From an optimization exercise on the open Yosys and OpenROAD flow, aimed at small area and a short achievable clock period; shortcuts taken in it are not production practice. RTL that was checked went through simulation tests only; none was proved equivalent to the original. No activity file was given, so power comes from the tool's default toggle rates.

==> inputs of run a <==
==> flow/design.v (excerpt) <==
module matrix_dot_4x4 (
    input clk,
    input reset,
    input [7:0] A_in_0, A_in_1, A_in_2, A_in_3,
    input [7:0] B_in_0, B_in_1, B_in_2, B_in_3,
    output [31:0] C_out_00, C_out_01, C_out_02, C_out_03,
    output [31:0] C_out_10, C_out_11, C_out_12, C_out_13,
    output [31:0] C_out_20, C_out_21, C_out_22, C_out_23,
    output [31:0] C_out_30, C_out_31, C_out_32, C_out_33
);
make LEC_CHECK=0 CAP_MARGIN=20 CORE_MARGIN=2 CORE_UTILIZATION=40 CTS_CLUSTER_DIAMETER=120 CTS_CLUSTER_SIZE=24 SETUP_SLACK_MARGIN=2.6 SLEW_MARGIN=20 SYNTH_HIERARCHICAL=1 finish   # period 5.0 ns
run.sh (not shown) runs the stock make flow with config.mk's settings and CLKGATE_MAP_FILE= SYNTH_SCRIPT=/design/flow/synth_recipe.tcl, a recipe that flattens the netlist after the stock synthesis.
==> run b (differences from run a) <==
--- a/flow/design.v
+++ b/flow/design.v
@@ -113,27 +113,27 @@
     PE_fa ufs57 (.x(npp25), .y(pn36), .z(pn47), .s(fs57), .c(fc57));
     wire fs58, fc58;
     PE_fa ufs58 (.x(pn7), .y(pn18), .z(npp29), .s(fs58), .c(fc58));
     wire fs59, fc59;
     PE_fa ufs59 (.x(pn8), .y(pn19), .z(pn30), .s(fs59), .c(fc59));
-    wire fs60, fc60;
-    PE_fa ufs60 (.x(npp42), .y(fs52), .z(1'b1), .s(fs60), .c(fc60));
+    wire hs60, hc60;
+    PE_nha uhs60 (.x(npp42), .y(fs52), .s(hs60), .c(hc60));
     wire fs61, fc61;
     PE_fa ufs61 (.x(pn43), .y(fc52), .z(fs53), .s(fs61), .c(fc61));
     wire fs62, fc62;
     PE_fa ufs62 (.x(pn44), .y(fc53), .z(fs54), .s(fs62), .c(fc62));
     wire fs63, fc63;
     PE_fa ufs63 (.x(pn45), .y(fc54), .z(fs55), .s(fs63), .c(fc63));
-    wire fs64, fc64;
-    PE_fa ufs64 (.x(fc55), .y(fs56), .z(1'b1), .s(fs64), .c(fc64));
-    wire fs65, fc65;
-    PE_fa ufs65 (.x(fc56), .y(fs57), .z(1'b1), .s(fs65), .c(fc65));
+    wire hs64, hc64;
+    PE_nha uhs64 (.x(fc55), .y(fs56), .s(hs64), .c(hc64));
+    wire hs65, hc65;
+    PE_nha uhs65 (.x(fc56), .y(fs57), .s(hs65), .c(hc65));
     wire fs66, fc66;
     PE_fa ufs66 (.x(npp37), .y(pn48), .z(fc57), .s(fs66), .c(fc66));
-    wire fs67, fc67;
-    PE_fa ufs67 (.x(npp38), .y(pn49), .z(1'b1), .s(fs67), .c(fc67));
-    assign n = {npp51, fc67, npp50, fs67, fc66, fs66, fc65, fs65, fc64, fs64, fc63, fs63, fc62, fs62, fc61, fs61, fc60, fs60, fc59, fs59, fc58, fs58, pn17, pn6, npp16, pn5, pn4, npp3};
+    wire hs67, hc67;
+    PE_nha uhs67 (.x(npp38), .y(pn49), .s(hs67), .c(hc67));
+    assign n = {npp51, hc67, npp50, hs67, fc66, fs66, hc65, hs65, hc64, hs64, fc63, fs63, fc62, fs62, fc61, fs61, hc60, hs60, fc59, fs59, fc58, fs58, pn17, pn6, npp16, pn5, pn4, npp3};
 endmodule
 module PE_acc0 (
     input  [27:0] n,
     output [15:0] s
 );
@@ -257,12 +257,12 @@
     wire nq15 = ~q[15];
     wire fs16, fc16;
     PE_fa ufs16 (.x(n[2]), .y(n[3]), .z(nq2), .s(fs16), .c(fc16));
     wire fs17, fc17;
     PE_fa ufs17 (.x(n[4]), .y(n[5]), .z(nq3), .s(fs17), .c(fc17));
-    wire fs18, fc18;
-    PE_fa ufs18 (.x(n[6]), .y(nq4), .z(1'b1), .s(fs18), .c(fc18));
+    wire hs18, hc18;
+    PE_nha uhs18 (.x(n[6]), .y(nq4), .s(hs18), .c(hc18));
     wire fs19, fc19;
     PE_fa ufs19 (.x(n[7]), .y(n[8]), .z(nq5), .s(fs19), .c(fc19));
     wire fs20, fc20;
     PE_fa ufs20 (.x(n[9]), .y(n[10]), .z(nq6), .s(fs20), .c(fc20));
     wire fs21, fc21;
@@ -279,23 +279,23 @@
     PE_fa ufs26 (.x(n[21]), .y(n[22]), .z(nq12), .s(fs26), .c(fc26));
     wire fs27, fc27;
     PE_fa ufs27 (.x(n[23]), .y(n[24]), .z(nq13), .s(fs27), .c(fc27));
     wire fs28, fc28;
     PE_fa ufs28 (.x(n[25]), .y(n[26]), .z(nq14), .s(fs28), .c(fc28));
-    wire fs29, fc29;
-    PE_fa ufs29 (.x(n[27]), .y(nq15), .z(1'b1), .s(fs29), .c(fc29));
+    wire hs29, hc29;
+    PE_nha uhs29 (.x(n[27]), .y(nq15), .s(hs29), .c(hc29));
     wire hg30, hp30;
     PE_pg uhg30 (.x(n[0]), .y(nq0), .g(hg30), .p(hp30));
     wire hg31, hp31;
     PE_pg uhg31 (.x(n[1]), .y(nq1), .g(hg31), .p(hp31));
     wire nt32 = ~fs16;
     wire hg33, hp33;
     PE_pg uhg33 (.x(fc16), .y(fs17), .g(hg33), .p(hp33));
     wire hg34, hp34;
-    PE_pg uhg34 (.x(fc17), .y(fs18), .g(hg34), .p(hp34));
+    PE_pg uhg34 (.x(fc17), .y(hs18), .g(hg34), .p(hp34));
     wire hg35, hp35;
-    PE_pg uhg35 (.x(fc18), .y(fs19), .g(hg35), .p(hp35));
+    PE_pg uhg35 (.x(hc18), .y(fs19), .g(hg35), .p(hp35));
     wire hg36, hp36;
     PE_pg uhg36 (.x(fc19), .y(fs20), .g(hg36), .p(hp36));
     wire hg37, hp37;
     PE_pg uhg37 (.x(fc20), .y(fs21), .g(hg37), .p(hp37));
     wire hg38, hp38;
@@ -311,12 +311,12 @@
     wire hg43, hp43;
     PE_pg uhg43 (.x(fc26), .y(fs27), .g(hg43), .p(hp43));
     wire hg44, hp44;
     PE_pg uhg44 (.x(fc27), .y(fs28), .g(hg44), .p(hp44));
     wire hg45, hp45;
-    PE_pg uhg45 (.x(fc28), .y(fs29), .g(hg45), .p(hp45));
-    wire nt46 = ~fc29;
+    PE_pg uhg45 (.x(fc28), .y(hs29), .g(hg45), .p(hp45));
+    wire nt46 = ~hc29;
     wire or47 = hg30 | hp30;
     wire G48 = hg31 | (hp31 & or47);
     wire G49 = hg33 | (hp33 & fs16);
     wire an50 = hp33 & nt32;
     wire G51 = hg35 | (hp35 & hg34);
@@ -363,11 +363,11 @@
     wire G92 = G71 | (an72 & G80);
     wire G93 = G81 | (an82 & G80);
     wire G94 = G83 | (an84 & G80);
     wire G95 = G85 | (an86 & G80);
     wire G96 = G87 | (an88 & G80);
-    wire G97 = fc29 | (nt46 & G96);
+    wire G97 = hc29 | (nt46 & G96);
     wire nt98 = ~hp30;
     wire nt99 = ~nt98;
     wire xn100 = ~(hp31 ^ or47);
     wire xn101 = ~(nt32 ^ G48);
     wire xn102 = ~(hp33 ^ G63);
@@ -410,12 +410,12 @@
     wire nq16 = ~q[16];
     wire fs17, fc17;
     PE_fa ufs17 (.x(n[2]), .y(n[3]), .z(nq2), .s(fs17), .c(fc17));
     wire fs18, fc18;
     PE_fa ufs18 (.x(n[4]), .y(n[5]), .z(nq3), .s(fs18), .c(fc18));
-    wire fs19, fc19;
-    PE_fa ufs19 (.x(n[6]), .y(nq4), .z(1'b1), .s(fs19), .c(fc19));
+    wire hs19, hc19;
+    PE_nha uhs19 (.x(n[6]), .y(nq4), .s(hs19), .c(hc19));
     wire fs20, fc20;
     PE_fa ufs20 (.x(n[7]), .y(n[8]), .z(nq5), .s(fs20), .c(fc20));
     wire fs21, fc21;
     PE_fa ufs21 (.x(n[9]), .y(n[10]), .z(nq6), .s(fs21), .c(fc21));
     wire fs22, fc22;
@@ -432,23 +432,23 @@
     PE_fa ufs27 (.x(n[21]), .y(n[22]), .z(nq12), .s(fs27), .c(fc27));
     wire fs28, fc28;
     PE_fa ufs28 (.x(n[23]), .y(n[24]), .z(nq13), .s(fs28), .c(fc28));
     wire fs29, fc29;
     PE_fa ufs29 (.x(n[25]), .y(n[26]), .z(nq14), .s(fs29), .c(fc29));
-    wire fs30, fc30;
-    PE_fa ufs30 (.x(n[27]), .y(nq15), .z(1'b1), .s(fs30), .c(fc30));
+    wire hs30, hc30;
+    PE_nha uhs30 (.x(n[27]), .y(nq15), .s(hs30), .c(hc30));
     wire hg31, hp31;
     PE_pg uhg31 (.x(n[0]), .y(nq0), .g(hg31), .p(hp31));
     wire hg32, hp32;
     PE_pg uhg32 (.x(n[1]), .y(nq1), .g(hg32), .p(hp32));
     wire nt33 = ~fs17;
     wire hg34, hp34;
     PE_pg uhg34 (.x(fc17), .y(fs18), .g(hg34), .p(hp34));
     wire hg35, hp35;
-    PE_pg uhg35 (.x(fc18), .y(fs19), .g(hg35), .p(hp35));
+    PE_pg uhg35 (.x(fc18), .y(hs19), .g(hg35), .p(hp35));
     wire hg36, hp36;
-    PE_pg uhg36 (.x(fc19), .y(fs20), .g(hg36), .p(hp36));
+    PE_pg uhg36 (.x(hc19), .y(fs20), .g(hg36), .p(hp36));
     wire hg37, hp37;
     PE_pg uhg37 (.x(fc20), .y(fs21), .g(hg37), .p(hp37));
     wire hg38, hp38;
     PE_pg uhg38 (.x(fc21), .y(fs22), .g(hg38), .p(hp38));
     wire hg39, hp39;
@@ -464,13 +464,13 @@
     wire hg44, hp44;
     PE_pg uhg44 (.x(fc27), .y(fs28), .g(hg44), .p(hp44));
     wire hg45, hp45;
     PE_pg uhg45 (.x(fc28), .y(fs29), .g(hg45), .p(hp45));
     wire hg46, hp46;
-    PE_pg uhg46 (.x(fc29), .y(fs30), .g(hg46), .p(hp46));
+    PE_pg uhg46 (.x(fc29), .y(hs30), .g(hg46), .p(hp46));
     wire hg47, hp47;
-    PE_pg uhg47 (.x(nq16), .y(fc30), .g(hg47), .p(hp47));
+    PE_pg uhg47 (.x(nq16), .y(hc30), .g(hg47), .p(hp47));
     wire or48 = hg31 | hp31;
     wire G49 = hg32 | (hp32 & or48);
     wire G50 = hg34 | (hp34 & fs17);
     wire an51 = hp34 & nt33;
     wire G52 = hg36 | (hp36 & hg35);
@@ -566,12 +566,12 @@
     wire nq17 = ~q[17];
     wire fs18, fc18;
     PE_fa ufs18 (.x(n[2]), .y(n[3]), .z(nq2), .s(fs18), .c(fc18));
     wire fs19, fc19;
     PE_fa ufs19 (.x(n[4]), .y(n[5]), .z(nq3), .s(fs19), .c(fc19));
-    wire fs20, fc20;
-    PE_fa ufs20 (.x(n[6]), .y(nq4), .z(1'b1), .s(fs20), .c(fc20));
+    wire hs20, hc20;
+    PE_nha uhs20 (.x(n[6]), .y(nq4), .s(hs20), .c(hc20));
     wire fs21, fc21;
     PE_fa ufs21 (.x(n[7]), .y(n[8]), .z(nq5), .s(fs21), .c(fc21));
     wire fs22, fc22;
     PE_fa ufs22 (.x(n[9]), .y(n[10]), .z(nq6), .s(fs22), .c(fc22));
     wire fs23, fc23;
@@ -588,23 +588,23 @@
     PE_fa ufs28 (.x(n[21]), .y(n[22]), .z(nq12), .s(fs28), .c(fc28));
     wire fs29, fc29;
     PE_fa ufs29 (.x(n[23]), .y(n[24]), .z(nq13), .s(fs29), .c(fc29));
     wire fs30, fc30;
     PE_fa ufs30 (.x(n[25]), .y(n[26]), .z(nq14), .s(fs30), .c(fc30));
-    wire fs31, fc31;
-    PE_fa ufs31 (.x(n[27]), .y(nq15), .z(1'b1), .s(fs31), .c(fc31));
+    wire hs31, hc31;
+    PE_nha uhs31 (.x(n[27]), .y(nq15), .s(hs31), .c(hc31));
     wire hg32, hp32;
     PE_pg uhg32 (.x(n[0]), .y(nq0), .g(hg32), .p(hp32));
     wire hg33, hp33;
     PE_pg uhg33 (.x(n[1]), .y(nq1), .g(hg33), .p(hp33));
     wire nt34 = ~fs18;
     wire hg35, hp35;
     PE_pg uhg35 (.x(fc18), .y(fs19), .g(hg35), .p(hp35));
     wire hg36, hp36;
-    PE_pg uhg36 (.x(fc19), .y(fs20), .g(hg36), .p(hp36));
+    PE_pg uhg36 (.x(fc19), .y(hs20), .g(hg36), .p(hp36));
     wire hg37, hp37;
-    PE_pg uhg37 (.x(fc20), .y(fs21), .g(hg37), .p(hp37));
+    PE_pg uhg37 (.x(hc20), .y(fs21), .g(hg37), .p(hp37));
     wire hg38, hp38;
     PE_pg uhg38 (.x(fc21), .y(fs22), .g(hg38), .p(hp38));
     wire hg39, hp39;
     PE_pg uhg39 (.x(fc22), .y(fs23), .g(hg39), .p(hp39));
     wire hg40, hp40;
@@ -620,13 +620,13 @@
     wire hg45, hp45;
     PE_pg uhg45 (.x(fc28), .y(fs29), .g(hg45), .p(hp45));
     wire hg46, hp46;
     PE_pg uhg46 (.x(fc29), .y(fs30), .g(hg46), .p(hp46));
     wire hg47, hp47;
-    PE_pg uhg47 (.x(fc30), .y(fs31), .g(hg47), .p(hp47));
+    PE_pg uhg47 (.x(fc30), .y(hs31), .g(hg47), .p(hp47));
     wire hg48, hp48;
-    PE_pg uhg48 (.x(nq16), .y(fc31), .g(hg48), .p(hp48));
+    PE_pg uhg48 (.x(nq16), .y(hc31), .g(hg48), .p(hp48));
     wire nt49 = ~nq17;
     wire or50 = hg32 | hp32;
     wire G51 = hg33 | (hp33 & or50);
     wire G52 = hg35 | (hp35 & fs18);
     wire an53 = hp35 & nt34;
@@ -788,20 +788,20 @@
     PE_fa ufs71 (.x(npp5), .y(npp12), .z(npp19), .s(fs71), .c(fc71));
     wire fs72, fc72;
     PE_fa ufs72 (.x(npp26), .y(npp33), .z(npp40), .s(fs72), .c(fc72));
     wire fs73, fc73;
     PE_fa ufs73 (.x(npp27), .y(npp34), .z(npp41), .s(fs73), .c(fc73));
-    wire fs74, fc74;
-    PE_fa ufs74 (.x(npp48), .y(fs64), .z(1'b1), .s(fs74), .c(fc74));
+    wire hs74, hc74;
+    PE_nha uhs74 (.x(npp48), .y(fs64), .s(hs74), .c(hc74));
     wire fs75, fc75;
     PE_fa ufs75 (.x(npp49), .y(npp56), .z(fc64), .s(fs75), .c(fc75));
-    wire fs76, fc76;
-    PE_fa ufs76 (.x(fs65), .y(fs66), .z(1'b1), .s(fs76), .c(fc76));
+    wire hs76, hc76;
+    PE_nha uhs76 (.x(fs65), .y(fs66), .s(hs76), .c(hc76));
     wire fs77, fc77;
     PE_fa ufs77 (.x(npp57), .y(fc65), .z(fc66), .s(fs77), .c(fc77));
-    wire fs78, fc78;
-    PE_fa ufs78 (.x(fs67), .y(fs68), .z(1'b1), .s(fs78), .c(fc78));
+    wire hs78, hc78;
+    PE_nha uhs78 (.x(fs67), .y(fs68), .s(hs78), .c(hc78));
     wire fs79, fc79;
     PE_fa ufs79 (.x(npp44), .y(npp51), .z(npp58), .s(fs79), .c(fc79));
     wire fs80, fc80;
     PE_fa ufs80 (.x(fc67), .y(fc68), .z(fs69), .s(fs80), .c(fc80));
     wire fs81, fc81;
@@ -817,35 +817,35 @@
     wire fs86, fc86;
     PE_fa ufs86 (.x(fc70), .y(fs71), .z(fs72), .s(fs86), .c(fc86));
     wire fs87, fc87;
     PE_fa ufs87 (.x(fc71), .y(fc72), .z(fs73), .s(fs87), .c(fc87));
     wire fs88, fc88;
-    PE_fa ufs88 (.x(fc73), .y(fc74), .z(fs75), .s(fs88), .c(fc88));
+    PE_fa ufs88 (.x(fc73), .y(hc74), .z(fs75), .s(fs88), .c(fc88));
     wire fs89, fc89;
-    PE_fa ufs89 (.x(fc75), .y(fc76), .z(fs77), .s(fs89), .c(fc89));
+    PE_fa ufs89 (.x(fc75), .y(hc76), .z(fs77), .s(fs89), .c(fc89));
     wire fs90, fc90;
-    PE_fa ufs90 (.x(fc77), .y(fc78), .z(fs79), .s(fs90), .c(fc90));
+    PE_fa ufs90 (.x(fc77), .y(hc78), .z(fs79), .s(fs90), .c(fc90));
     wire fs91, fc91;
     PE_fa ufs91 (.x(fc79), .y(fc80), .z(fs81), .s(fs91), .c(fc91));
     wire fs92, fc92;
     PE_fa ufs92 (.x(npp60), .y(fc81), .z(fc82), .s(fs92), .c(fc92));
     wire fs93, fc93;
     PE_fa ufs93 (.x(npp47), .y(npp54), .z(npp61), .s(fs93), .c(fc93));
-    assign n = {npp63, fc93, npp62, npp55, fs93, fc92, fc83, fs92, fc91, fs83, fs91, fc90, fs82, fs90, fc89, fs80, fs89, fc88, fs78, fs88, fc87, fs76, fs87, fc86, fs74, fs86, fc85, fs85, fc84, fs84, npp24, npp16, npp9, npp2, npp8, npp1, npp0};
+    assign n = {npp63, fc93, npp62, npp55, fs93, fc92, fc83, fs92, fc91, fs83, fs91, fc90, fs82, fs90, fc89, fs80, fs89, fc88, hs78, fs88, fc87, hs76, fs87, fc86, hs74, fs86, fc85, fs85, fc84, fs84, npp24, npp16, npp9, npp2, npp8, npp1, npp0};
 endmodule
 module PE_acc00 (
     input  [36:0] n,
     output [15:0] s
 );
     wire fs0, fc0;
     PE_fa ufs0 (.x(n[3]), .y(n[4]), .z(n[5]), .s(fs0), .c(fc0));
-    wire fs1, fc1;
-    PE_fa ufs1 (.x(n[6]), .y(n[7]), .z(1'b1), .s(fs1), .c(fc1));
-    wire fs2, fc2;
-    PE_fa ufs2 (.x(n[8]), .y(n[9]), .z(1'b1), .s(fs2), .c(fc2));
-    wire fs3, fc3;
-    PE_fa ufs3 (.x(n[10]), .y(n[11]), .z(1'b1), .s(fs3), .c(fc3));
+    wire hs1, hc1;
+    PE_nha uhs1 (.x(n[6]), .y(n[7]), .s(hs1), .c(hc1));
+    wire hs2, hc2;
+    PE_nha uhs2 (.x(n[8]), .y(n[9]), .s(hs2), .c(hc2));
+    wire hs3, hc3;
+    PE_nha uhs3 (.x(n[10]), .y(n[11]), .s(hs3), .c(hc3));
     wire fs4, fc4;
     PE_fa ufs4 (.x(n[12]), .y(n[13]), .z(n[14]), .s(fs4), .c(fc4));
     wire fs5, fc5;
     PE_fa ufs5 (.x(n[15]), .y(n[16]), .z(n[17]), .s(fs5), .c(fc5));
     wire fs6, fc6;
@@ -863,17 +863,17 @@
     wire nt12 = ~n[0];
     wire hg13, hp13;
     PE_pg uhg13 (.x(n[1]), .y(n[2]), .g(hg13), .p(hp13));
     wire nt14 = ~fs0;
     wire hg15, hp15;
-    PE_pg uhg15 (.x(fc0), .y(fs1), .g(hg15), .p(hp15));
+    PE_pg uhg15 (.x(fc0), .y(hs1), .g(hg15), .p(hp15));
     wire hg16, hp16;
-    PE_pg uhg16 (.x(fc1), .y(fs2), .g(hg16), .p(hp16));
+    PE_pg uhg16 (.x(hc1), .y(hs2), .g(hg16), .p(hp16));
     wire hg17, hp17;
-    PE_pg uhg17 (.x(fc2), .y(fs3), .g(hg17), .p(hp17));
+    PE_pg uhg17 (.x(hc2), .y(hs3), .g(hg17), .p(hp17));
     wire hg18, hp18;
-    PE_pg uhg18 (.x(fc3), .y(fs4), .g(hg18), .p(hp18));
+    PE_pg uhg18 (.x(hc3), .y(fs4), .g(hg18), .p(hp18));
     wire hg19, hp19;
     PE_pg uhg19 (.x(fc4), .y(fs5), .g(hg19), .p(hp19));
     wire hg20, hp20;
     PE_pg uhg20 (.x(fc5), .y(fs6), .g(hg20), .p(hp20));
     wire hg21, hp21;
==> flow/flow/run.sh (new file) <==
#!/bin/bash
# Layout flow: the standard layout (standard.sh), with the port buffers
# made of plain buffers instead of the delay-cell footprint buffer_ports picks
# by default. Every tool's output goes to standard.log in this folder.
set -euo pipefail
export BUFFER_PORTS_ARGS="-buffer_cell sky130_fd_sc_hd__buf_4"
bash standard.sh finish > standard.log 2>&1
==> flow/standard.sh (new file) <==
#!/bin/bash
# synth_recipe.tcl (not shown) runs the flow's synth.tcl, then flattens the netlist and writes it again
# the make line also repeats each setting of config.mk as NAME=value (left out here)
make -C /OpenROAD-flow-scripts/flow DESIGN_CONFIG=/design/flow/config.mk WORK_HOME=/design/flow/orfs CLKGATE_MAP_FILE= SYNTH_SCRIPT=/design/flow/synth_recipe.tcl "${@:-finish}"
Settings changed: CTS_CLUSTER_DIAMETER 120 to default, CTS_CLUSTER_SIZE 24 to default, SETUP_SLACK_MARGIN 2.6 to 2.8.
removed: flow/run.sh
==> run c (differences from run a) <==
Settings changed: CTS_BUF_LIST from default to sky130_fd_sc_hd__clkbuf_4 sky130_fd_sc_hd__clkbuf_8, CTS_CLUSTER_DIAMETER 120 to default, CTS_CLUSTER_SIZE 24 to default.
==> comparison table <==
                                                                                     run a                      run c                       run b
Maximum cell stage delay along the critical path                                    350 ps                     340 ps                      550 ps
Outcome                                                           timing/DRC/antenna clean   timing/DRC/antenna clean    timing/DRC/antenna clean
Area enclosed by the die boundary                                            148,000 sq um              148,000 sq um               150,000 sq um
Number of buffers added for setup after CTS                                             71                         82                         131
# H-tree levels                                                                          2                          4                           3
Area share of the leading cell type in the synthesized netlist                       0.366                      0.366                       0.362
Layout inverter count without the clock tree                                           343                        343                         703
Worst vdd rail ir drop                                                              424 uV                     487 uV                      508 uV
Core Util, Final                                                                     0.434                      0.459                       0.471
Seq power                                                                        13,100 uW                  13,500 uW                   13,300 uW
Number of buffers created by CTS                                                        51                        184                         114
Placed Instances                                                                     6,739                      6,739                       7,014
Endpoint of the most critical register-to-register path                    q02[16]$_DFF_P_            q02[16]$_DFF_P_             q23[17]$_DFF_P_
ANT cells                                                                                9                         10                           5
Library cell used as clock root buffer                          sky130_fd_sc_hd__clkbuf_16  sky130_fd_sc_hd__clkbuf_8  sky130_fd_sc_hd__clkbuf_16
Worst Max-Slew Pin Slew                                                             677 ps                     708 ps                      685 ps
Proportion of power drawn by combinational gates                                     0.634                      0.586                       0.604
Only the layout flow was run in run a and run c; the RTL was not checked for function there.

-- separate check: timing with driven ports --
Ports are ideal in the flow. The routed layouts listed here were re-timed in OpenROAD.
Step 1, drivers: a clkbuf_16 drives clk and a buf_2 each remaining input, both assumed.
Step 2 adds t to the input delays and takes it off the output delays; t is the mean of the earliest and latest rising clock arrival at the registers after step 1. Input paths then give back, and output paths get back, about the clock's delay inside the block.
Slacks: no drivers / after step 1 / after step 2; pairs: no drivers / after step 1.
run	t (ns)	slack for setup (ns)	latest minus earliest clock arrival (ns)
run a	0.748	2.448 / 2.448 / 1.785	0.044 / 0.043
run b	0.790	2.450 / 2.450 / 1.955	0.047 / 0.047
run c	0.989	2.396 / 2.396 / 1.553	0.083 / 0.082
After both steps every run listed still meets setup and hold. For run c, which loses most, drivers alone change the setup slack by 0.000 ns; drivers and shift together by -0.843 ns.
